This design comes from an exercise in tuning for small area, a short achievable clock period and few clock cycles per item on the open sky130 flow, not from production work.
Function not checked in this run: the RTL went through the layout flow alone.

File: flow/design.v
module multiply (clk, prod, fin, mcand, mplier, reset);
	input clk, reset;
	output [63:0] prod;
	output fin;
	input [31:0] mcand, mplier;
	reg first;		 
	reg [1:0] cnt;		 
	reg [32:0] S, C;	 
	reg [11:0] lx, ly;	 
	reg cin;		 
	reg [5:0] e1, e2;	 
	reg [23:0] sh;	 
	assign fin = (cnt == 3);
	wire [35:0] mpx = {4'd0, mplier};
	wire ld = first;	 
	wire [12:0] nxt = ld ? mpx[23:11] : sh[23:11];	 
	wire [32:0] a = S & {33{~ld}} | {1'b1, 32'd0} & {33{ld}};
	wire [32:0] b = C & {33{~ld}};
	wire [33:0] m1 = {2'b00, mcand};
	wire [33:0] m2 = {1'b0, mcand, 1'b0};
	wire [2:0] f0 = {mplier[1], mplier[0], 1'b0};
	wire [2:0] q0 = nxt[2:0];
	wire fs1_0, fs2_0;
	benc ue0 (f0, fs1_0, fs2_0);
	wire s1_0 = e1[0] | first & fs1_0;
	wire s2_0 = e2[0] | first & fs2_0;
	wire ng0 = first ? mplier[1] : sh[1];
	wire [33:0] r0 = (({34{s1_0}} & m1) | ({34{s2_0}} & m2)) ^ {34{ng0}};
	wire [2:0] f1 = {mplier[3], mplier[2], mplier[1]};
	wire [2:0] q1 = nxt[4:2];
	wire fs1_1, fs2_1;
	benc ue1 (f1, fs1_1, fs2_1);
	wire s1_1 = e1[1] | first & fs1_1;
	wire s2_1 = e2[1] | first & fs2_1;
	wire ng1 = first ? mplier[3] : sh[3];
	wire [33:0] r1 = (({34{s1_1}} & m1) | ({34{s2_1}} & m2)) ^ {34{ng1}};
	wire [2:0] f2 = {mplier[5], mplier[4], mplier[3]};
	wire [2:0] q2 = nxt[6:4];
	wire fs1_2, fs2_2;
	benc ue2 (f2, fs1_2, fs2_2);
	wire s1_2 = e1[2] | first & fs1_2;
	wire s2_2 = e2[2] | first & fs2_2;
	wire ng2 = first ? mplier[5] : sh[5];
	wire [33:0] r2 = (({34{s1_2}} & m1) | ({34{s2_2}} & m2)) ^ {34{ng2}};
	wire [2:0] f3 = {mplier[7], mplier[6], mplier[5]};
	wire [2:0] q3 = nxt[8:6];
	wire fs1_3, fs2_3;
	benc ue3 (f3, fs1_3, fs2_3);
	wire s1_3 = e1[3] | first & fs1_3;
	wire s2_3 = e2[3] | first & fs2_3;
	wire ng3 = first ? mplier[7] : sh[7];
	wire [33:0] r3 = (({34{s1_3}} & m1) | ({34{s2_3}} & m2)) ^ {34{ng3}};
	wire [2:0] f4 = {mplier[9], mplier[8], mplier[7]};
	wire [2:0] q4 = nxt[10:8];
	wire fs1_4, fs2_4;
	benc ue4 (f4, fs1_4, fs2_4);
	wire s1_4 = e1[4] | first & fs1_4;
	wire s2_4 = e2[4] | first & fs2_4;
	wire ng4 = first ? mplier[9] : sh[9];
	wire [33:0] r4 = (({34{s1_4}} & m1) | ({34{s2_4}} & m2)) ^ {34{ng4}};
	wire [2:0] f5 = {mplier[11], mplier[10], mplier[9]};
	wire [2:0] q5 = nxt[12:10];
	wire fs1_5, fs2_5;
	benc ue5 (f5, fs1_5, fs2_5);
	wire s1_5 = e1[5] | first & fs1_5;
	wire s2_5 = e2[5] | first & fs2_5;
	wire ng5 = first ? mplier[11] : sh[11];
	wire [33:0] r5 = (({34{s1_5}} & m1) | ({34{s2_5}} & m2)) ^ {34{ng5}};
	wire l0_6_0_s, l0_6_0_c;
	ha ul0_6_0 (a[6], b[6], l0_6_0_s, l0_6_0_c);
	wire l0_7_1_s, l0_7_1_c;
	ha ul0_7_1 (a[7], b[7], l0_7_1_s, l0_7_1_c);
	wire l0_8_2_s, l0_8_2_c;
	fa ul0_8_2 (a[8], b[8], r0[8], l0_8_2_s, l0_8_2_c);
	wire l0_8_3_s, l0_8_3_c;
	ha ul0_8_3 (r1[6], r2[4], l0_8_3_s, l0_8_3_c);
	wire l0_9_4_s, l0_9_4_c;
	fa ul0_9_4 (a[9], b[9], r0[9], l0_9_4_s, l0_9_4_c);
	wire l0_9_5_s, l0_9_5_c;
	ha ul0_9_5 (r1[7], r2[5], l0_9_5_s, l0_9_5_c);
	wire l0_10_6_s, l0_10_6_c;
	fa ul0_10_6 (a[10], b[10], r0[10], l0_10_6_s, l0_10_6_c);
	wire l0_10_7_s, l0_10_7_c;
	fa ul0_10_7 (r1[8], r2[6], r3[4], l0_10_7_s, l0_10_7_c);
	wire l0_10_8_s, l0_10_8_c;
	ha ul0_10_8 (r4[2], r5[0], l0_10_8_s, l0_10_8_c);
	wire l0_11_9_s, l0_11_9_c;
	fa ul0_11_9 (a[11], b[11], r0[11], l0_11_9_s, l0_11_9_c);
	wire l0_11_10_s, l0_11_10_c;
	fa ul0_11_10 (r1[9], r2[7], r3[5], l0_11_10_s, l0_11_10_c);
	wire l0_11_11_s, l0_11_11_c;
	ha ul0_11_11 (r4[3], r5[1], l0_11_11_s, l0_11_11_c);
	wire l0_12_12_s, l0_12_12_c;
	fa ul0_12_12 (a[12], b[12], r0[12], l0_12_12_s, l0_12_12_c);
	wire l0_12_13_s, l0_12_13_c;
	fa ul0_12_13 (r1[10], r2[8], r3[6], l0_12_13_s, l0_12_13_c);
	wire l0_12_14_s, l0_12_14_c;
	ha ul0_12_14 (r4[4], r5[2], l0_12_14_s, l0_12_14_c);
	wire l0_13_15_s, l0_13_15_c;
	fa ul0_13_15 (a[13], b[13], r0[13], l0_13_15_s, l0_13_15_c);
	wire l0_13_16_s, l0_13_16_c;
	fa ul0_13_16 (r1[11], r2[9], r3[7], l0_13_16_s, l0_13_16_c);
	wire l0_13_17_s, l0_13_17_c;
	ha ul0_13_17 (r4[5], r5[3], l0_13_17_s, l0_13_17_c);
	wire l0_14_18_s, l0_14_18_c;
	fa ul0_14_18 (a[14], b[14], r0[14], l0_14_18_s, l0_14_18_c);
	wire l0_14_19_s, l0_14_19_c;
	fa ul0_14_19 (r1[12], r2[10], r3[8], l0_14_19_s, l0_14_19_c);
	wire l0_14_20_s, l0_14_20_c;
	ha ul0_14_20 (r4[6], r5[4], l0_14_20_s, l0_14_20_c);
	wire l0_15_21_s, l0_15_21_c;
	fa ul0_15_21 (a[15], b[15], r0[15], l0_15_21_s, l0_15_21_c);
	wire l0_15_22_s, l0_15_22_c;
	fa ul0_15_22 (r1[13], r2[11], r3[9], l0_15_22_s, l0_15_22_c);
	wire l0_15_23_s, l0_15_23_c;
	ha ul0_15_23 (r4[7], r5[5], l0_15_23_s, l0_15_23_c);
	wire l0_16_24_s, l0_16_24_c;
	fa ul0_16_24 (a[16], b[16], r0[16], l0_16_24_s, l0_16_24_c);
	wire l0_16_25_s, l0_16_25_c;
	fa ul0_16_25 (r1[14], r2[12], r3[10], l0_16_25_s, l0_16_25_c);
	wire l0_16_26_s, l0_16_26_c;
	ha ul0_16_26 (r4[8], r5[6], l0_16_26_s, l0_16_26_c);
	wire l0_17_27_s, l0_17_27_c;
	fa ul0_17_27 (a[17], b[17], r0[17], l0_17_27_s, l0_17_27_c);
	wire l0_17_28_s, l0_17_28_c;
	fa ul0_17_28 (r1[15], r2[13], r3[11], l0_17_28_s, l0_17_28_c);
	wire l0_17_29_s, l0_17_29_c;
	ha ul0_17_29 (r4[9], r5[7], l0_17_29_s, l0_17_29_c);
	wire l0_18_30_s, l0_18_30_c;
	fa ul0_18_30 (a[18], b[18], r0[18], l0_18_30_s, l0_18_30_c);
	wire l0_18_31_s, l0_18_31_c;
	fa ul0_18_31 (r1[16], r2[14], r3[12], l0_18_31_s, l0_18_31_c);
	wire l0_18_32_s, l0_18_32_c;
	ha ul0_18_32 (r4[10], r5[8], l0_18_32_s, l0_18_32_c);
	wire l0_19_33_s, l0_19_33_c;
	fa ul0_19_33 (a[19], b[19], r0[19], l0_19_33_s, l0_19_33_c);
	wire l0_19_34_s, l0_19_34_c;
	fa ul0_19_34 (r1[17], r2[15], r3[13], l0_19_34_s, l0_19_34_c);
	wire l0_19_35_s, l0_19_35_c;
	ha ul0_19_35 (r4[11], r5[9], l0_19_35_s, l0_19_35_c);
	wire l0_20_36_s, l0_20_36_c;
	fa ul0_20_36 (a[20], b[20], r0[20], l0_20_36_s, l0_20_36_c);
	wire l0_20_37_s, l0_20_37_c;
	fa ul0_20_37 (r1[18], r2[16], r3[14], l0_20_37_s, l0_20_37_c);
	wire l0_20_38_s, l0_20_38_c;
	ha ul0_20_38 (r4[12], r5[10], l0_20_38_s, l0_20_38_c);
	wire l0_21_39_s, l0_21_39_c;
	fa ul0_21_39 (a[21], b[21], r0[21], l0_21_39_s, l0_21_39_c);
	wire l0_21_40_s, l0_21_40_c;
	fa ul0_21_40 (r1[19], r2[17], r3[15], l0_21_40_s, l0_21_40_c);
	wire l0_21_41_s, l0_21_41_c;
	ha ul0_21_41 (r4[13], r5[11], l0_21_41_s, l0_21_41_c);
	wire l0_22_42_s, l0_22_42_c;
	fa ul0_22_42 (a[22], b[22], r0[22], l0_22_42_s, l0_22_42_c);
	wire l0_22_43_s, l0_22_43_c;
	fa ul0_22_43 (r1[20], r2[18], r3[16], l0_22_43_s, l0_22_43_c);
	wire l0_22_44_s, l0_22_44_c;
	ha ul0_22_44 (r4[14], r5[12], l0_22_44_s, l0_22_44_c);
	wire l0_23_45_s, l0_23_45_c;
	fa ul0_23_45 (a[23], b[23], r0[23], l0_23_45_s, l0_23_45_c);
	wire l0_23_46_s, l0_23_46_c;
	fa ul0_23_46 (r1[21], r2[19], r3[17], l0_23_46_s, l0_23_46_c);
	wire l0_23_47_s, l0_23_47_c;
	ha ul0_23_47 (r4[15], r5[13], l0_23_47_s, l0_23_47_c);
	wire l0_24_48_s, l0_24_48_c;
	fa ul0_24_48 (a[24], b[24], r0[24], l0_24_48_s, l0_24_48_c);
	wire l0_24_49_s, l0_24_49_c;
	fa ul0_24_49 (r1[22], r2[20], r3[18], l0_24_49_s, l0_24_49_c);
	wire l0_24_50_s, l0_24_50_c;
	ha ul0_24_50 (r4[16], r5[14], l0_24_50_s, l0_24_50_c);
	wire l0_25_51_s, l0_25_51_c;
	fa ul0_25_51 (a[25], b[25], r0[25], l0_25_51_s, l0_25_51_c);
	wire l0_25_52_s, l0_25_52_c;
	fa ul0_25_52 (r1[23], r2[21], r3[19], l0_25_52_s, l0_25_52_c);
	wire l0_25_53_s, l0_25_53_c;
	ha ul0_25_53 (r4[17], r5[15], l0_25_53_s, l0_25_53_c);
	wire l0_26_54_s, l0_26_54_c;
	fa ul0_26_54 (a[26], b[26], r0[26], l0_26_54_s, l0_26_54_c);
	wire l0_26_55_s, l0_26_55_c;
	fa ul0_26_55 (r1[24], r2[22], r3[20], l0_26_55_s, l0_26_55_c);
	wire l0_26_56_s, l0_26_56_c;
	ha ul0_26_56 (r4[18], r5[16], l0_26_56_s, l0_26_56_c);
	wire l0_27_57_s, l0_27_57_c;
	fa ul0_27_57 (a[27], b[27], r0[27], l0_27_57_s, l0_27_57_c);
	wire l0_27_58_s, l0_27_58_c;
	fa ul0_27_58 (r1[25], r2[23], r3[21], l0_27_58_s, l0_27_58_c);
	wire l0_27_59_s, l0_27_59_c;
	ha ul0_27_59 (r4[19], r5[17], l0_27_59_s, l0_27_59_c);
	wire l0_28_60_s, l0_28_60_c;
	fa ul0_28_60 (a[28], b[28], r0[28], l0_28_60_s, l0_28_60_c);
	wire l0_28_61_s, l0_28_61_c;
	fa ul0_28_61 (r1[26], r2[24], r3[22], l0_28_61_s, l0_28_61_c);
	wire l0_28_62_s, l0_28_62_c;
	ha ul0_28_62 (r4[20], r5[18], l0_28_62_s, l0_28_62_c);
	wire l0_29_63_s, l0_29_63_c;
	fa ul0_29_63 (a[29], b[29], r0[29], l0_29_63_s, l0_29_63_c);
	wire l0_29_64_s, l0_29_64_c;
	fa ul0_29_64 (r1[27], r2[25], r3[23], l0_29_64_s, l0_29_64_c);
	wire l0_29_65_s, l0_29_65_c;
	ha ul0_29_65 (r4[21], r5[19], l0_29_65_s, l0_29_65_c);
	wire l0_30_66_s, l0_30_66_c;
	fa ul0_30_66 (a[30], b[30], r0[30], l0_30_66_s, l0_30_66_c);
	wire l0_30_67_s, l0_30_67_c;
	fa ul0_30_67 (r1[28], r2[26], r3[24], l0_30_67_s, l0_30_67_c);
	wire l0_30_68_s, l0_30_68_c;
	ha ul0_30_68 (r4[22], r5[20], l0_30_68_s, l0_30_68_c);
	wire l0_31_69_s, l0_31_69_c;
	fa ul0_31_69 (a[31], b[31], r0[31], l0_31_69_s, l0_31_69_c);
	wire l0_31_70_s, l0_31_70_c;
	fa ul0_31_70 (r1[29], r2[27], r3[25], l0_31_70_s, l0_31_70_c);
	wire l0_31_71_s, l0_31_71_c;
	ha ul0_31_71 (r4[23], r5[21], l0_31_71_s, l0_31_71_c);
	wire l0_32_72_s, l0_32_72_c;
	fa ul0_32_72 (a[32], b[32], r0[32], l0_32_72_s, l0_32_72_c);
	wire l0_32_73_s, l0_32_73_c;
	fa ul0_32_73 (r1[30], r2[28], r3[26], l0_32_73_s, l0_32_73_c);
	wire l0_32_74_s = r4[24] ^ r5[22] ^ 1'b1;
	wire l0_32_74_c = (r4[24] & r5[22]) | (r4[24] & 1'b1) | (r5[22] & 1'b1);
	wire l0_33_75_s, l0_33_75_c;
	fa ul0_33_75 (~r0[33], r1[31], r2[29], l0_33_75_s, l0_33_75_c);
	wire l0_33_76_s, l0_33_76_c;
	ha ul0_33_76 (r3[27], r4[25], l0_33_76_s, l0_33_76_c);
	wire l0_34_77_s, l0_34_77_c;
	fa ul0_34_77 (r1[32], r2[30], r3[28], l0_34_77_s, l0_34_77_c);
	wire l1_2_78_s, l1_2_78_c;
	ha ul1_2_78 (a[2], b[2], l1_2_78_s, l1_2_78_c);
	wire l1_3_79_s, l1_3_79_c;
	ha ul1_3_79 (a[3], b[3], l1_3_79_s, l1_3_79_c);
	wire l1_4_80_s, l1_4_80_c;
	fa ul1_4_80 (a[4], b[4], r0[4], l1_4_80_s, l1_4_80_c);
	wire l1_4_81_s, l1_4_81_c;
	ha ul1_4_81 (r1[2], r2[0], l1_4_81_s, l1_4_81_c);
	wire l1_5_82_s, l1_5_82_c;
	fa ul1_5_82 (a[5], b[5], r0[5], l1_5_82_s, l1_5_82_c);
	wire l1_5_83_s, l1_5_83_c;
	ha ul1_5_83 (r1[3], r2[1], l1_5_83_s, l1_5_83_c);
	wire l1_6_84_s, l1_6_84_c;
	fa ul1_6_84 (l0_6_0_s, r0[6], r1[4], l1_6_84_s, l1_6_84_c);
	wire l1_6_85_s, l1_6_85_c;
	fa ul1_6_85 (r2[2], r3[0], ng3, l1_6_85_s, l1_6_85_c);
	wire l1_7_86_s, l1_7_86_c;
	fa ul1_7_86 (l0_6_0_c, l0_7_1_s, r0[7], l1_7_86_s, l1_7_86_c);
	wire l1_7_87_s, l1_7_87_c;
	fa ul1_7_87 (r1[5], r2[3], r3[1], l1_7_87_s, l1_7_87_c);
	wire l1_8_88_s, l1_8_88_c;
	fa ul1_8_88 (l0_7_1_c, l0_8_2_s, l0_8_3_s, l1_8_88_s, l1_8_88_c);
	wire l1_8_89_s, l1_8_89_c;
	fa ul1_8_89 (r3[2], r4[0], ng4, l1_8_89_s, l1_8_89_c);
	wire l1_9_90_s, l1_9_90_c;
	fa ul1_9_90 (l0_8_2_c, l0_8_3_c, l0_9_4_s, l1_9_90_s, l1_9_90_c);
	wire l1_9_91_s, l1_9_91_c;
	fa ul1_9_91 (l0_9_5_s, r3[3], r4[1], l1_9_91_s, l1_9_91_c);
	wire l1_10_92_s, l1_10_92_c;
	fa ul1_10_92 (l0_9_4_c, l0_9_5_c, l0_10_6_s, l1_10_92_s, l1_10_92_c);
	wire l1_10_93_s, l1_10_93_c;
	fa ul1_10_93 (l0_10_7_s, l0_10_8_s, ng5, l1_10_93_s, l1_10_93_c);
	wire l1_11_94_s, l1_11_94_c;
	fa ul1_11_94 (l0_10_6_c, l0_10_7_c, l0_10_8_c, l1_11_94_s, l1_11_94_c);
	wire l1_11_95_s, l1_11_95_c;
	fa ul1_11_95 (l0_11_9_s, l0_11_10_s, l0_11_11_s, l1_11_95_s, l1_11_95_c);
	wire l1_12_96_s, l1_12_96_c;
	fa ul1_12_96 (l0_11_9_c, l0_11_10_c, l0_11_11_c, l1_12_96_s, l1_12_96_c);
	wire l1_12_97_s, l1_12_97_c;
	fa ul1_12_97 (l0_12_12_s, l0_12_13_s, l0_12_14_s, l1_12_97_s, l1_12_97_c);
	wire l1_13_98_s, l1_13_98_c;
	fa ul1_13_98 (l0_12_12_c, l0_12_13_c, l0_12_14_c, l1_13_98_s, l1_13_98_c);
	wire l1_13_99_s, l1_13_99_c;
	fa ul1_13_99 (l0_13_15_s, l0_13_16_s, l0_13_17_s, l1_13_99_s, l1_13_99_c);
	wire l1_14_100_s, l1_14_100_c;
	fa ul1_14_100 (l0_13_15_c, l0_13_16_c, l0_13_17_c, l1_14_100_s, l1_14_100_c);
	wire l1_14_101_s, l1_14_101_c;
	fa ul1_14_101 (l0_14_18_s, l0_14_19_s, l0_14_20_s, l1_14_101_s, l1_14_101_c);
	wire l1_15_102_s, l1_15_102_c;
	fa ul1_15_102 (l0_14_18_c, l0_14_19_c, l0_14_20_c, l1_15_102_s, l1_15_102_c);
	wire l1_15_103_s, l1_15_103_c;
	fa ul1_15_103 (l0_15_21_s, l0_15_22_s, l0_15_23_s, l1_15_103_s, l1_15_103_c);
	wire l1_16_104_s, l1_16_104_c;
	fa ul1_16_104 (l0_15_21_c, l0_15_22_c, l0_15_23_c, l1_16_104_s, l1_16_104_c);
	wire l1_16_105_s, l1_16_105_c;
	fa ul1_16_105 (l0_16_24_s, l0_16_25_s, l0_16_26_s, l1_16_105_s, l1_16_105_c);
	wire l1_17_106_s, l1_17_106_c;
	fa ul1_17_106 (l0_16_24_c, l0_16_25_c, l0_16_26_c, l1_17_106_s, l1_17_106_c);
	wire l1_17_107_s, l1_17_107_c;
	fa ul1_17_107 (l0_17_27_s, l0_17_28_s, l0_17_29_s, l1_17_107_s, l1_17_107_c);
	wire l1_18_108_s, l1_18_108_c;
	fa ul1_18_108 (l0_17_27_c, l0_17_28_c, l0_17_29_c, l1_18_108_s, l1_18_108_c);
	wire l1_18_109_s, l1_18_109_c;
	fa ul1_18_109 (l0_18_30_s, l0_18_31_s, l0_18_32_s, l1_18_109_s, l1_18_109_c);
	wire l1_19_110_s, l1_19_110_c;
	fa ul1_19_110 (l0_18_30_c, l0_18_31_c, l0_18_32_c, l1_19_110_s, l1_19_110_c);
	wire l1_19_111_s, l1_19_111_c;
	fa ul1_19_111 (l0_19_33_s, l0_19_34_s, l0_19_35_s, l1_19_111_s, l1_19_111_c);
	wire l1_20_112_s, l1_20_112_c;
	fa ul1_20_112 (l0_19_33_c, l0_19_34_c, l0_19_35_c, l1_20_112_s, l1_20_112_c);
	wire l1_20_113_s, l1_20_113_c;
	fa ul1_20_113 (l0_20_36_s, l0_20_37_s, l0_20_38_s, l1_20_113_s, l1_20_113_c);
	wire l1_21_114_s, l1_21_114_c;
	fa ul1_21_114 (l0_20_36_c, l0_20_37_c, l0_20_38_c, l1_21_114_s, l1_21_114_c);
	wire l1_21_115_s, l1_21_115_c;
	fa ul1_21_115 (l0_21_39_s, l0_21_40_s, l0_21_41_s, l1_21_115_s, l1_21_115_c);
	wire l1_22_116_s, l1_22_116_c;
	fa ul1_22_116 (l0_21_39_c, l0_21_40_c, l0_21_41_c, l1_22_116_s, l1_22_116_c);
	wire l1_22_117_s, l1_22_117_c;
	fa ul1_22_117 (l0_22_42_s, l0_22_43_s, l0_22_44_s, l1_22_117_s, l1_22_117_c);
	wire l1_23_118_s, l1_23_118_c;
	fa ul1_23_118 (l0_22_42_c, l0_22_43_c, l0_22_44_c, l1_23_118_s, l1_23_118_c);
	wire l1_23_119_s, l1_23_119_c;
	fa ul1_23_119 (l0_23_45_s, l0_23_46_s, l0_23_47_s, l1_23_119_s, l1_23_119_c);
	wire l1_24_120_s, l1_24_120_c;
	fa ul1_24_120 (l0_23_45_c, l0_23_46_c, l0_23_47_c, l1_24_120_s, l1_24_120_c);
	wire l1_24_121_s, l1_24_121_c;
	fa ul1_24_121 (l0_24_48_s, l0_24_49_s, l0_24_50_s, l1_24_121_s, l1_24_121_c);
	wire l1_25_122_s, l1_25_122_c;
	fa ul1_25_122 (l0_24_48_c, l0_24_49_c, l0_24_50_c, l1_25_122_s, l1_25_122_c);
	wire l1_25_123_s, l1_25_123_c;
	fa ul1_25_123 (l0_25_51_s, l0_25_52_s, l0_25_53_s, l1_25_123_s, l1_25_123_c);
	wire l1_26_124_s, l1_26_124_c;
	fa ul1_26_124 (l0_25_51_c, l0_25_52_c, l0_25_53_c, l1_26_124_s, l1_26_124_c);
	wire l1_26_125_s, l1_26_125_c;
	fa ul1_26_125 (l0_26_54_s, l0_26_55_s, l0_26_56_s, l1_26_125_s, l1_26_125_c);
	wire l1_27_126_s, l1_27_126_c;
	fa ul1_27_126 (l0_26_54_c, l0_26_55_c, l0_26_56_c, l1_27_126_s, l1_27_126_c);
	wire l1_27_127_s, l1_27_127_c;
	fa ul1_27_127 (l0_27_57_s, l0_27_58_s, l0_27_59_s, l1_27_127_s, l1_27_127_c);
	wire l1_28_128_s, l1_28_128_c;
	fa ul1_28_128 (l0_27_57_c, l0_27_58_c, l0_27_59_c, l1_28_128_s, l1_28_128_c);
	wire l1_28_129_s, l1_28_129_c;
	fa ul1_28_129 (l0_28_60_s, l0_28_61_s, l0_28_62_s, l1_28_129_s, l1_28_129_c);
	wire l1_29_130_s, l1_29_130_c;
	fa ul1_29_130 (l0_28_60_c, l0_28_61_c, l0_28_62_c, l1_29_130_s, l1_29_130_c);
	wire l1_29_131_s, l1_29_131_c;
	fa ul1_29_131 (l0_29_63_s, l0_29_64_s, l0_29_65_s, l1_29_131_s, l1_29_131_c);
	wire l1_30_132_s, l1_30_132_c;
	fa ul1_30_132 (l0_29_63_c, l0_29_64_c, l0_29_65_c, l1_30_132_s, l1_30_132_c);
	wire l1_30_133_s, l1_30_133_c;
	fa ul1_30_133 (l0_30_66_s, l0_30_67_s, l0_30_68_s, l1_30_133_s, l1_30_133_c);
	wire l1_31_134_s, l1_31_134_c;
	fa ul1_31_134 (l0_30_66_c, l0_30_67_c, l0_30_68_c, l1_31_134_s, l1_31_134_c);
	wire l1_31_135_s, l1_31_135_c;
	fa ul1_31_135 (l0_31_69_s, l0_31_70_s, l0_31_71_s, l1_31_135_s, l1_31_135_c);
	wire l1_32_136_s, l1_32_136_c;
	fa ul1_32_136 (l0_31_69_c, l0_31_70_c, l0_31_71_c, l1_32_136_s, l1_32_136_c);
	wire l1_32_137_s, l1_32_137_c;
	fa ul1_32_137 (l0_32_72_s, l0_32_73_s, l0_32_74_s, l1_32_137_s, l1_32_137_c);
	wire l1_33_138_s, l1_33_138_c;
	fa ul1_33_138 (l0_32_72_c, l0_32_73_c, l0_32_74_c, l1_33_138_s, l1_33_138_c);
	wire l1_33_139_s, l1_33_139_c;
	fa ul1_33_139 (l0_33_75_s, l0_33_76_s, r5[23], l1_33_139_s, l1_33_139_c);
	wire l1_34_140_s, l1_34_140_c;
	fa ul1_34_140 (l0_33_75_c, l0_33_76_c, l0_34_77_s, l1_34_140_s, l1_34_140_c);
	wire l1_34_141_s = r4[26] ^ r5[24] ^ 1'b1;
	wire l1_34_141_c = (r4[26] & r5[24]) | (r4[26] & 1'b1) | (r5[24] & 1'b1);
	wire l1_35_142_s, l1_35_142_c;
	fa ul1_35_142 (l0_34_77_c, ~r1[33], r2[31], l1_35_142_s, l1_35_142_c);
	wire l1_35_143_s, l1_35_143_c;
	fa ul1_35_143 (r3[29], r4[27], r5[25], l1_35_143_s, l1_35_143_c);
	wire l1_36_144_s, l1_36_144_c;
	fa ul1_36_144 (r2[32], r3[30], r4[28], l1_36_144_s, l1_36_144_c);
	wire l1_36_145_s = r5[26] ^ 1'b1;
	wire l1_36_145_c = r5[26] & 1'b1;
	wire l1_37_146_s, l1_37_146_c;
	fa ul1_37_146 (~r2[33], r3[31], r4[29], l1_37_146_s, l1_37_146_c);
	wire l1_38_147_s, l1_38_147_c;
	ha ul1_38_147 (r3[32], r4[30], l1_38_147_s, l1_38_147_c);
	wire l2_0_148_s, l2_0_148_c;
	ha ul2_0_148 (a[0], b[0], l2_0_148_s, l2_0_148_c);
	wire l2_1_149_s, l2_1_149_c;
	ha ul2_1_149 (a[1], b[1], l2_1_149_s, l2_1_149_c);
	wire l2_2_150_s, l2_2_150_c;
	fa ul2_2_150 (l1_2_78_s, r0[2], r1[0], l2_2_150_s, l2_2_150_c);
	wire l2_3_151_s, l2_3_151_c;
	fa ul2_3_151 (l1_2_78_c, l1_3_79_s, r0[3], l2_3_151_s, l2_3_151_c);
	wire l2_4_152_s, l2_4_152_c;
	fa ul2_4_152 (l1_3_79_c, l1_4_80_s, l1_4_81_s, l2_4_152_s, l2_4_152_c);
	wire l2_5_153_s, l2_5_153_c;
	fa ul2_5_153 (l1_4_80_c, l1_4_81_c, l1_5_82_s, l2_5_153_s, l2_5_153_c);
	wire l2_6_154_s, l2_6_154_c;
	fa ul2_6_154 (l1_5_82_c, l1_5_83_c, l1_6_84_s, l2_6_154_s, l2_6_154_c);
	wire l2_7_155_s, l2_7_155_c;
	fa ul2_7_155 (l1_6_84_c, l1_6_85_c, l1_7_86_s, l2_7_155_s, l2_7_155_c);
	wire l2_8_156_s, l2_8_156_c;
	fa ul2_8_156 (l1_7_86_c, l1_7_87_c, l1_8_88_s, l2_8_156_s, l2_8_156_c);
	wire l2_9_157_s, l2_9_157_c;
	fa ul2_9_157 (l1_8_88_c, l1_8_89_c, l1_9_90_s, l2_9_157_s, l2_9_157_c);
	wire l2_10_158_s, l2_10_158_c;
	fa ul2_10_158 (l1_9_90_c, l1_9_91_c, l1_10_92_s, l2_10_158_s, l2_10_158_c);
	wire l2_11_159_s, l2_11_159_c;
	fa ul2_11_159 (l1_10_92_c, l1_10_93_c, l1_11_94_s, l2_11_159_s, l2_11_159_c);
	wire l2_12_160_s, l2_12_160_c;
	fa ul2_12_160 (l1_11_94_c, l1_11_95_c, l1_12_96_s, l2_12_160_s, l2_12_160_c);
	wire l2_13_161_s, l2_13_161_c;
	fa ul2_13_161 (l1_12_96_c, l1_12_97_c, l1_13_98_s, l2_13_161_s, l2_13_161_c);
	wire l2_14_162_s, l2_14_162_c;
	fa ul2_14_162 (l1_13_98_c, l1_13_99_c, l1_14_100_s, l2_14_162_s, l2_14_162_c);
	wire l2_15_163_s, l2_15_163_c;
	fa ul2_15_163 (l1_14_100_c, l1_14_101_c, l1_15_102_s, l2_15_163_s, l2_15_163_c);
	wire l2_16_164_s, l2_16_164_c;
	fa ul2_16_164 (l1_15_102_c, l1_15_103_c, l1_16_104_s, l2_16_164_s, l2_16_164_c);
	wire l2_17_165_s, l2_17_165_c;
	fa ul2_17_165 (l1_16_104_c, l1_16_105_c, l1_17_106_s, l2_17_165_s, l2_17_165_c);
	wire l2_18_166_s, l2_18_166_c;
	fa ul2_18_166 (l1_17_106_c, l1_17_107_c, l1_18_108_s, l2_18_166_s, l2_18_166_c);
	wire l2_19_167_s, l2_19_167_c;
	fa ul2_19_167 (l1_18_108_c, l1_18_109_c, l1_19_110_s, l2_19_167_s, l2_19_167_c);
	wire l2_20_168_s, l2_20_168_c;
	fa ul2_20_168 (l1_19_110_c, l1_19_111_c, l1_20_112_s, l2_20_168_s, l2_20_168_c);
	wire l2_21_169_s, l2_21_169_c;
	fa ul2_21_169 (l1_20_112_c, l1_20_113_c, l1_21_114_s, l2_21_169_s, l2_21_169_c);
	wire l2_22_170_s, l2_22_170_c;
	fa ul2_22_170 (l1_21_114_c, l1_21_115_c, l1_22_116_s, l2_22_170_s, l2_22_170_c);
	wire l2_23_171_s, l2_23_171_c;
	fa ul2_23_171 (l1_22_116_c, l1_22_117_c, l1_23_118_s, l2_23_171_s, l2_23_171_c);
	wire l2_24_172_s, l2_24_172_c;
	fa ul2_24_172 (l1_23_118_c, l1_23_119_c, l1_24_120_s, l2_24_172_s, l2_24_172_c);
	wire l2_25_173_s, l2_25_173_c;
	fa ul2_25_173 (l1_24_120_c, l1_24_121_c, l1_25_122_s, l2_25_173_s, l2_25_173_c);
	wire l2_26_174_s, l2_26_174_c;
	fa ul2_26_174 (l1_25_122_c, l1_25_123_c, l1_26_124_s, l2_26_174_s, l2_26_174_c);
	wire l2_27_175_s, l2_27_175_c;
	fa ul2_27_175 (l1_26_124_c, l1_26_125_c, l1_27_126_s, l2_27_175_s, l2_27_175_c);
	wire l2_28_176_s, l2_28_176_c;
	fa ul2_28_176 (l1_27_126_c, l1_27_127_c, l1_28_128_s, l2_28_176_s, l2_28_176_c);
	wire l2_29_177_s, l2_29_177_c;
	fa ul2_29_177 (l1_28_128_c, l1_28_129_c, l1_29_130_s, l2_29_177_s, l2_29_177_c);
	wire l2_30_178_s, l2_30_178_c;
	fa ul2_30_178 (l1_29_130_c, l1_29_131_c, l1_30_132_s, l2_30_178_s, l2_30_178_c);
	wire l2_31_179_s, l2_31_179_c;
	fa ul2_31_179 (l1_30_132_c, l1_30_133_c, l1_31_134_s, l2_31_179_s, l2_31_179_c);
	wire l2_32_180_s, l2_32_180_c;
	fa ul2_32_180 (l1_31_134_c, l1_31_135_c, l1_32_136_s, l2_32_180_s, l2_32_180_c);
	wire l2_33_181_s, l2_33_181_c;
	fa ul2_33_181 (l1_32_136_c, l1_32_137_c, l1_33_138_s, l2_33_181_s, l2_33_181_c);
	wire l2_34_182_s, l2_34_182_c;
	fa ul2_34_182 (l1_33_138_c, l1_33_139_c, l1_34_140_s, l2_34_182_s, l2_34_182_c);
	wire l2_35_183_s, l2_35_183_c;
	fa ul2_35_183 (l1_34_140_c, l1_34_141_c, l1_35_142_s, l2_35_183_s, l2_35_183_c);
	wire l2_36_184_s, l2_36_184_c;
	fa ul2_36_184 (l1_35_142_c, l1_35_143_c, l1_36_144_s, l2_36_184_s, l2_36_184_c);
	wire l2_37_185_s, l2_37_185_c;
	fa ul2_37_185 (l1_36_144_c, l1_36_145_c, l1_37_146_s, l2_37_185_s, l2_37_185_c);
	wire l2_38_186_s, l2_38_186_c;
	fa ul2_38_186 (l1_37_146_c, l1_38_147_s, r5[28], l2_38_186_s, l2_38_186_c);
	wire l2_39_187_s, l2_39_187_c;
	fa ul2_39_187 (l1_38_147_c, ~r3[33], r4[31], l2_39_187_s, l2_39_187_c);
	wire l2_40_188_s, l2_40_188_c;
	ha ul2_40_188 (r4[32], r5[30], l2_40_188_s, l2_40_188_c);
	wire l3_0_189_s, l3_0_189_c;
	ha ul3_0_189 (l2_0_148_s, r0[0], l3_0_189_s, l3_0_189_c);
	wire l3_1_190_s, l3_1_190_c;
	fa ul3_1_190 (l2_0_148_c, l2_1_149_s, r0[1], l3_1_190_s, l3_1_190_c);
	wire l3_2_191_s, l3_2_191_c;
	fa ul3_2_191 (l2_1_149_c, l2_2_150_s, ng1, l3_2_191_s, l3_2_191_c);
	wire l3_3_192_s, l3_3_192_c;
	fa ul3_3_192 (l2_2_150_c, l2_3_151_s, r1[1], l3_3_192_s, l3_3_192_c);
	wire l3_4_193_s, l3_4_193_c;
	fa ul3_4_193 (l2_3_151_c, l2_4_152_s, ng2, l3_4_193_s, l3_4_193_c);
	wire l3_5_194_s, l3_5_194_c;
	fa ul3_5_194 (l2_4_152_c, l2_5_153_s, l1_5_83_s, l3_5_194_s, l3_5_194_c);
	wire l3_6_195_s, l3_6_195_c;
	fa ul3_6_195 (l2_5_153_c, l2_6_154_s, l1_6_85_s, l3_6_195_s, l3_6_195_c);
	wire l3_7_196_s, l3_7_196_c;
	fa ul3_7_196 (l2_6_154_c, l2_7_155_s, l1_7_87_s, l3_7_196_s, l3_7_196_c);
	wire l3_8_197_s, l3_8_197_c;
	fa ul3_8_197 (l2_7_155_c, l2_8_156_s, l1_8_89_s, l3_8_197_s, l3_8_197_c);
	wire l3_9_198_s, l3_9_198_c;
	fa ul3_9_198 (l2_8_156_c, l2_9_157_s, l1_9_91_s, l3_9_198_s, l3_9_198_c);
	wire l3_10_199_s, l3_10_199_c;
	fa ul3_10_199 (l2_9_157_c, l2_10_158_s, l1_10_93_s, l3_10_199_s, l3_10_199_c);
	wire l3_11_200_s, l3_11_200_c;
	fa ul3_11_200 (l2_10_158_c, l2_11_159_s, l1_11_95_s, l3_11_200_s, l3_11_200_c);
	wire l3_12_201_s, l3_12_201_c;
	fa ul3_12_201 (l2_11_159_c, l2_12_160_s, l1_12_97_s, l3_12_201_s, l3_12_201_c);
	wire l3_13_202_s, l3_13_202_c;
	fa ul3_13_202 (l2_12_160_c, l2_13_161_s, l1_13_99_s, l3_13_202_s, l3_13_202_c);
	wire l3_14_203_s, l3_14_203_c;
	fa ul3_14_203 (l2_13_161_c, l2_14_162_s, l1_14_101_s, l3_14_203_s, l3_14_203_c);
	wire l3_15_204_s, l3_15_204_c;
	fa ul3_15_204 (l2_14_162_c, l2_15_163_s, l1_15_103_s, l3_15_204_s, l3_15_204_c);
	wire l3_16_205_s, l3_16_205_c;
	fa ul3_16_205 (l2_15_163_c, l2_16_164_s, l1_16_105_s, l3_16_205_s, l3_16_205_c);
	wire l3_17_206_s, l3_17_206_c;
	fa ul3_17_206 (l2_16_164_c, l2_17_165_s, l1_17_107_s, l3_17_206_s, l3_17_206_c);
	wire l3_18_207_s, l3_18_207_c;
	fa ul3_18_207 (l2_17_165_c, l2_18_166_s, l1_18_109_s, l3_18_207_s, l3_18_207_c);
	wire l3_19_208_s, l3_19_208_c;
	fa ul3_19_208 (l2_18_166_c, l2_19_167_s, l1_19_111_s, l3_19_208_s, l3_19_208_c);
	wire l3_20_209_s, l3_20_209_c;
	fa ul3_20_209 (l2_19_167_c, l2_20_168_s, l1_20_113_s, l3_20_209_s, l3_20_209_c);
	wire l3_21_210_s, l3_21_210_c;
	fa ul3_21_210 (l2_20_168_c, l2_21_169_s, l1_21_115_s, l3_21_210_s, l3_21_210_c);
	wire l3_22_211_s, l3_22_211_c;
	fa ul3_22_211 (l2_21_169_c, l2_22_170_s, l1_22_117_s, l3_22_211_s, l3_22_211_c);
	wire l3_23_212_s, l3_23_212_c;
	fa ul3_23_212 (l2_22_170_c, l2_23_171_s, l1_23_119_s, l3_23_212_s, l3_23_212_c);
	wire l3_24_213_s, l3_24_213_c;
	fa ul3_24_213 (l2_23_171_c, l2_24_172_s, l1_24_121_s, l3_24_213_s, l3_24_213_c);
	wire l3_25_214_s, l3_25_214_c;
	fa ul3_25_214 (l2_24_172_c, l2_25_173_s, l1_25_123_s, l3_25_214_s, l3_25_214_c);
	wire l3_26_215_s, l3_26_215_c;
	fa ul3_26_215 (l2_25_173_c, l2_26_174_s, l1_26_125_s, l3_26_215_s, l3_26_215_c);
	wire l3_27_216_s, l3_27_216_c;
	fa ul3_27_216 (l2_26_174_c, l2_27_175_s, l1_27_127_s, l3_27_216_s, l3_27_216_c);
	wire l3_28_217_s, l3_28_217_c;
	fa ul3_28_217 (l2_27_175_c, l2_28_176_s, l1_28_129_s, l3_28_217_s, l3_28_217_c);
	wire l3_29_218_s, l3_29_218_c;
	fa ul3_29_218 (l2_28_176_c, l2_29_177_s, l1_29_131_s, l3_29_218_s, l3_29_218_c);
	wire l3_30_219_s, l3_30_219_c;
	fa ul3_30_219 (l2_29_177_c, l2_30_178_s, l1_30_133_s, l3_30_219_s, l3_30_219_c);
	wire l3_31_220_s, l3_31_220_c;
	fa ul3_31_220 (l2_30_178_c, l2_31_179_s, l1_31_135_s, l3_31_220_s, l3_31_220_c);
	wire l3_32_221_s, l3_32_221_c;
	fa ul3_32_221 (l2_31_179_c, l2_32_180_s, l1_32_137_s, l3_32_221_s, l3_32_221_c);
	wire l3_33_222_s, l3_33_222_c;
	fa ul3_33_222 (l2_32_180_c, l2_33_181_s, l1_33_139_s, l3_33_222_s, l3_33_222_c);
	wire l3_34_223_s, l3_34_223_c;
	fa ul3_34_223 (l2_33_181_c, l2_34_182_s, l1_34_141_s, l3_34_223_s, l3_34_223_c);
	wire l3_35_224_s, l3_35_224_c;
	fa ul3_35_224 (l2_34_182_c, l2_35_183_s, l1_35_143_s, l3_35_224_s, l3_35_224_c);
	wire l3_36_225_s, l3_36_225_c;
	fa ul3_36_225 (l2_35_183_c, l2_36_184_s, l1_36_145_s, l3_36_225_s, l3_36_225_c);
	wire l3_37_226_s, l3_37_226_c;
	fa ul3_37_226 (l2_36_184_c, l2_37_185_s, r5[27], l3_37_226_s, l3_37_226_c);
	wire l3_38_227_s = l2_37_185_c ^ l2_38_186_s ^ 1'b1;
	wire l3_38_227_c = (l2_37_185_c & l2_38_186_s) | (l2_37_185_c & 1'b1) | (l2_38_186_s & 1'b1);
	wire l3_39_228_s, l3_39_228_c;
	fa ul3_39_228 (l2_38_186_c, l2_39_187_s, r5[29], l3_39_228_s, l3_39_228_c);
	wire l3_40_229_s = l2_39_187_c ^ l2_40_188_s ^ 1'b1;
	wire l3_40_229_c = (l2_39_187_c & l2_40_188_s) | (l2_39_187_c & 1'b1) | (l2_40_188_s & 1'b1);
	wire l3_41_230_s, l3_41_230_c;
	fa ul3_41_230 (l2_40_188_c, ~r4[33], r5[31], l3_41_230_s, l3_41_230_c);
	wire l3_42_231_s = r5[32] ^ 1'b1;
	wire l3_42_231_c = r5[32] & 1'b1;
	wire [44:0] x = {1'b0, l3_42_231_c, l3_41_230_c, l3_40_229_c, l3_39_228_c, l3_38_227_c, l3_37_226_c, l3_36_225_c, l3_35_224_c, l3_34_223_c, l3_33_222_c, l3_32_221_c, l3_31_220_c, l3_30_219_c, l3_29_218_c, l3_28_217_c, l3_27_216_c, l3_26_215_c, l3_25_214_c, l3_24_213_c, l3_23_212_c, l3_22_211_c, l3_21_210_c, l3_20_209_c, l3_19_208_c, l3_18_207_c, l3_17_206_c, l3_16_205_c, l3_15_204_c, l3_14_203_c, l3_13_202_c, l3_12_201_c, l3_11_200_c, l3_10_199_c, l3_9_198_c, l3_8_197_c, l3_7_196_c, l3_6_195_c, l3_5_194_c, l3_4_193_c, l3_3_192_c, l3_2_191_c, l3_1_190_c, l3_0_189_c, l3_0_189_s};
	wire [44:0] y = {1'b0, ~r5[33], l3_42_231_s, l3_41_230_s, l3_40_229_s, l3_39_228_s, l3_38_227_s, l3_37_226_s, l3_36_225_s, l3_35_224_s, l3_34_223_s, l3_33_222_s, l3_32_221_s, l3_31_220_s, l3_30_219_s, l3_29_218_s, l3_28_217_s, l3_27_216_s, l3_26_215_s, l3_25_214_s, l3_24_213_s, l3_23_212_s, l3_22_211_s, l3_21_210_s, l3_20_209_s, l3_19_208_s, l3_18_207_s, l3_17_206_s, l3_16_205_s, l3_15_204_s, l3_14_203_s, l3_13_202_s, l3_12_201_s, l3_11_200_s, l3_10_199_s, l3_9_198_s, l3_8_197_s, l3_7_196_s, l3_6_195_s, l3_5_194_s, l3_4_193_s, l3_3_192_s, l3_2_191_s, l3_1_190_s, ng0};
	wire [13:0] lows = {1'b0, lx, cin} + {1'b0, ly, cin};
	wire [12:0] low = lows[13:1];	 
	always @(posedge clk) begin
		first <= reset;
		if (reset)
			cnt <= 0;
		else if (cnt != 3)
			cnt <= cnt + 1'b1;
		S <= x[44:12];
		C <= y[44:12];
		lx <= x[11:0];
		ly <= y[11:0];
		cin <= low[12] & ~ld;
		e1 <= reset ? 6'd0 : {q5[1] ^ q5[0], q4[1] ^ q4[0], q3[1] ^ q3[0], q2[1] ^ q2[0], q1[1] ^ q1[0], q0[1] ^ q0[0]};
		e2 <= reset ? 6'd0 : {(q5[2] ^ q5[1]) & ~(q5[1] ^ q5[0]), (q4[2] ^ q4[1]) & ~(q4[1] ^ q4[0]), (q3[2] ^ q3[1]) & ~(q3[1] ^ q3[0]), (q2[2] ^ q2[1]) & ~(q2[1] ^ q2[0]), (q1[2] ^ q1[1]) & ~(q1[1] ^ q1[0]), (q0[2] ^ q0[1]) & ~(q0[1] ^ q0[0])};
		sh <= ld ? mpx[35:12] : {low[11:0], sh[23:12]};
	end
	wire [40:0] his = {S, lx, cin} + {C, ly, cin};
	wire [39:0] hi = his[40:1];
	assign prod = {hi, sh};
endmodule
module benc (g, s1, s2);
	input [2:0] g;
	output s1, s2;
	assign s1 = g[1] ^ g[0];
	assign s2 = (g[2] ^ g[1]) & ~(g[1] ^ g[0]);
endmodule
module fa (a, b, c, s, co);
	input a, b, c;
	output s, co;
	assign s = a ^ b ^ c;
	assign co = (a & b) | (a & c) | (b & c);
endmodule
module ha (a, b, s, co);
	input a, b;
	output s, co;
	assign s = a ^ b;
	assign co = a & b;
endmodule
File: flow/flow/run.sh
#!/bin/bash
# Standard layout, but with plain buffers on the ports instead of delay cells.
export BUFFER_PORTS_ARGS="-buffer_cell sky130_fd_sc_hd__buf_2"
bash standard.sh > standard.log 2>&1
File: flow/standard.sh
#!/bin/bash
# synth_recipe.tcl (not shown) runs the flow's synth.tcl, then flattens the netlist and writes it again
# the make line also repeats each setting of config.mk as NAME=value (left out here)
make -C /OpenROAD-flow-scripts/flow DESIGN_CONFIG=/design/flow/config.mk WORK_HOME=/design/flow/orfs CLKGATE_MAP_FILE= SYNTH_SCRIPT=/design/flow/synth_recipe.tcl "${@:-finish}"
File: flow/config.mk
export PLATFORM = sky130hd
export DESIGN_NAME = multiply
export DESIGN_NICKNAME = multiply
export VERILOG_FILES = /design/flow/design.v
export SDC_FILE = /design/flow/constraint.sdc
export NUM_CORES = 4
export LEC_CHECK = 0
export CAP_MARGIN = 20
export CORE_MARGIN = 2
export CORE_UTILIZATION = 55
export PLACE_DENSITY = 0.75
export SETUP_SLACK_MARGIN = 0.5
export SLEW_MARGIN = 20
export SYNTH_HIERARCHICAL = 1
export SYNTH_MINIMUM_KEEP_SIZE = 0
File: flow/constraint.sdc
create_clock -name core_clock -period 4.5 [get_ports {clk}]
set_input_delay 0.9000 -clock core_clock [delete_from_list [all_inputs] [get_ports {clk}]]
set_output_delay 0.9000 -clock core_clock [all_outputs]
set_load 0.01 [all_outputs]
==> results.txt <==
- The run finished with no timing, DRC or antenna violations.
- The final net count is 1,810.
- The worst-path maximum fanout is 4.
- In this run the worst setup path begins at lx[2].
- Counting flops with a built-in enable in the synthesized netlist gives 0.
- The top-area cell type share of the netlist area is 0.272.
- Summing all placed instances gives a cell area of 15,100 um2.
- After synthesis, the share of cell area in mux cells is 0.0210.
- Across all layers, the routed design uses 11,723 vias.
- The placed wire-length estimate is 32,100 um.
- 131 I/O pins were placed.
- Hold is met by 531 ps.
- For the pin with the worst max-slew slack, the measured transition is 841 ps.
- In this run the core area contains 58 standard-cell rows.
- Between clock sinks in the finished design, the worst skew comes to 12.8 ps.
- The initial antenna violation count is 0.
- The cell type with the highest aggregate area in the netlist is fa_1.
- The number of iterations in the first detailed-routing pass is 7.
- Yosys instantiated no cell more often than xnor2_1.
- The post-synthesis cell count is 1,388.
- The time the final worst path needs with I/O delays and setup is 4050 ps.
- The number of H-tree branching levels is 4.
- Among all flip-flop cells after synthesis, the most frequent one is dfxtp_1.
- The number of global-route vias before repair is 11,777.
- Of the total synthesized cell area, the portion taken by full adders, half adders and majority gates is 0.343.
- Counting the buffers created by CTS gives 17.
- The max-capacitance violation count is 0.
- Clock-pin slew was measured on the worst setup and hold paths at 60 ps.
- The count of endpoints failing hold in the final timing report came to 0.
- The startpoint class of the critical path is a flop.
- Dividing the detail-routed via count by the number of cells gives 6.45.
- In this run the remaining antenna-violating nets after routing total 0.
- Walking the worst path, the cells encountered are ha_1, nand2_1, o211ai_1, a2111oi_2, buf_4, o31ai_4, a41oi_2, buf_4, a311oi_4, buf_2.
- The start point of the worst hold path is cnt[1].
- The initial detailed-routing violation count is 1,395.
- The source of the worst register-to-register timing path is first.
- The share of post-route cells with drive strength above 1 is 0.179.
- The congestion estimate from routability-driven global placement came to 1.03.
- The cell with the most instances on the worst path is buf_4.
- The summed negative setup slack over all endpoints is 0 ps.
- The overall overflow remaining after global route is 0.
- For this run, design rule violations remaining after detail routing come to 0.
- In the synthesized netlist, the cells that appear most often are xnor2_1 (224), fa_1 (191), a22oi_1 (187).
- The core footprint is 25,100 um2.
- The die covers 26,800 um2.
- The routed design has 43,900 um of wire.
- The largest family of logic cells by synthesized area is adder cells.
- Clock latency on the worst-skew pair, taken at its later pin, is 440 ps.
- TritonCTS built the clock tree.
- Setup repair after global routing could not meet its margin everywhere.
- In this run the cell area of the synthesized design comes to 14,000 um2.
- The average wire per standard cell is 24.1 um.
- The endpoint kind of the worst setup timing path is an output port.
- The Yosys step of the flow raised 7 warnings.
- The worst setup path is of the flop to output port kind.
- The maximum buffer depth of the clock tree is 2.
- The largest net degree at the start of global routing is 44.
- The number of stages on the worst hold path is 2.
- At the worst endpoint, the arrival time is 3150 ps.
- In this run, distinct cell masters in the synthesized netlist total 57.
- The tree is rooted in a clkbuf_16.
- The first-pass GRT wire length is 67,100 um.
- Data on the critical path is required at its endpoint by 3600 ps.
- By area the synthesized netlist is led by fa_1 (27%), dfxtp_1 (18%), xnor2_1 (14%).
- The stage delay of the slowest cell on the critical path is 370 ps.
- The height of the chip is 164 um.
- For this design, the sink count on the clock tree is 128.
- The average footprint of a synthesized cell is 10.1 um2.
- The cell type of the slowest stage on the worst timing path is ha_1.
- The fraction of synthesized cell area in xor and xnor cells is 0.154.
- The synthesis-stage register bit count is 128.
- The simple logic cell fraction of the synthesized area is 0.0818.
- The effective utilization at floorplan is 0.559.
- The tightest min-delay check is of the flop to flop type.
- The die is 164 um wide.
- The max-slew violation count is 0.
- Headroom to the max-slew limit came out at 0.439.
- After synthesis, the share of flip-flops with an asynchronous set or reset is 0.
- After routing the design area is 16,000 um2.
- The fraction of the mapped netlist area in compound gates is 0.176.
- The highest attainable clock frequency is 247 MHz.
- The number of setup violations in the final report is 0.
- The share of the Yosys chip area taken by registers is 0.182.
- In the finished design, the share of the clock period the worst path needs comes to 0.899.
- In the global route stage, overall resource usage came out at 0.332.
- Relative to the synthesized area, the layout overhead comes to 13.7%.
- The number of port buffers is 130.
- The path depth of the worst reg2reg path is 9.
cells in the final DEF, fill, tap and decap left out, drive strengths merged, types with 7 or more instances in the layout:
cell      n
xnor2   224
fa      191
a22oi   187
buf     175
dfxtp   128
ha       80
nor2b    71
a21oi    60
nand2    50
inv      43
nor2     35
o21ai    33
a21o     28
xor2     23
clkbuf   19
mux2i    16
nand3    15
mux2     12
nand4    10
o211ai    8
nor3      7
registers in the layout, indices dropped and copies added (netlist names):
signal	cells
C	32
S	32
sh	24
lx	12
ly	12
e1	6
e2	6
cnt	2
cin	1
first	1
Yosys stat by module (local to each module, per instance):
module | cells | area (um2)
ha | 1 | 12.5
fa | 1 | 20.0
benc | 4 | 31.3
multiply | 1138 | 9610
worst max-delay path, delay by kind of cell, from the launching register on:
family | cells | cell delay, ps
simple gates | 1 | 100
flops | 1 | 310
buf+inv | 3 | 570
fa+ha+maj | 1 | 370
compound gates | 5 | 1360
layout make-up:
cell class,instances,area [um2]
Multi-Input combinational cell,1113,11100
Clock inverter,13,174
Fill cell,2047,9140
Sequential cell,128,2570
Timing Repair Buffer,175,1150
Tap cell,330,413
Inverter,38,143
Antenna cell,1,2.50
Clock buffer,19,453
worst paths after layout:
path                            endpoint  slack (ps)
worst min register to register    cnt[1]         530
worst min-delay path              cnt[1]         530
worst max register to register      C[0]         680
worst max-delay path            prod[61]         450
routing by layer:
| metal | GRT usage | up-vias | share of wire |
|---|---|---|---|
| met5 | 0 | - | 0 |
| met4 | 0.166 | 0 | 0.048 |
| met3 | 0.0667 | 168 | 0.099 |
| met2 | 0.527 | 774 | 0.47 |
| met1 | 0.435 | 5803 | 0.39 |
| li1 | - | 4978 | - |
stage by stage:
stage | utilization | worst slack (ps) | cells
after floorplan | - | 574 | 1391
after global placement | 0.600 | 291 | 1770
after detailed placement | 0.600 | 246 | 1770
after CTS | 0.629 | 456 | 1807
after global routing | 0.636 | 380 | 1816
final | 0.636 | 454 | 1817
repair_timing:
item                       CTS  global route
setup buffers                5             9
resized for setup            9            24
setup endpoints to repair    9            13
pin swaps                    6            14
hold buffers                 0             0
kinds of logic (layout without fill, tap and decap cells):
logic type                 after synthesis  in the layout
and+or+nand+nor                        217            217
AOI/OAI and AO/OA                      346            346
muxes                                   28             28
xor gates and xnor gates               247            247
other                                    1              5
DFF                                    128            128
buffers and inverters                  150            245
adders and majority gates              271            271

static timing again, ports no longer ideal:
No port has a modelled driver above. Below, the same layout with a new extraction and two added sets of constraints. Step 1: set_driving_cell puts a clkbuf_16 on clk and a buf_2 on each other input, an assumption about the parent block. Step 2 also shifts input and output timing later by t, the mid clock arrival at the registers, as if the neighbouring blocks saw the same clock. Slacks: ideal / step 1 / step 2; pairs: ideal / step 1.
t, ns: 0.479
setup slack, ns: 0.454 / 0.404 / 0.213
clock arrival spread, ns: 0.014 / 0.013
After both steps this run still meets setup and hold. The setup slack of this run moves by -0.050 ns with the drivers and by -0.241 ns with both steps.
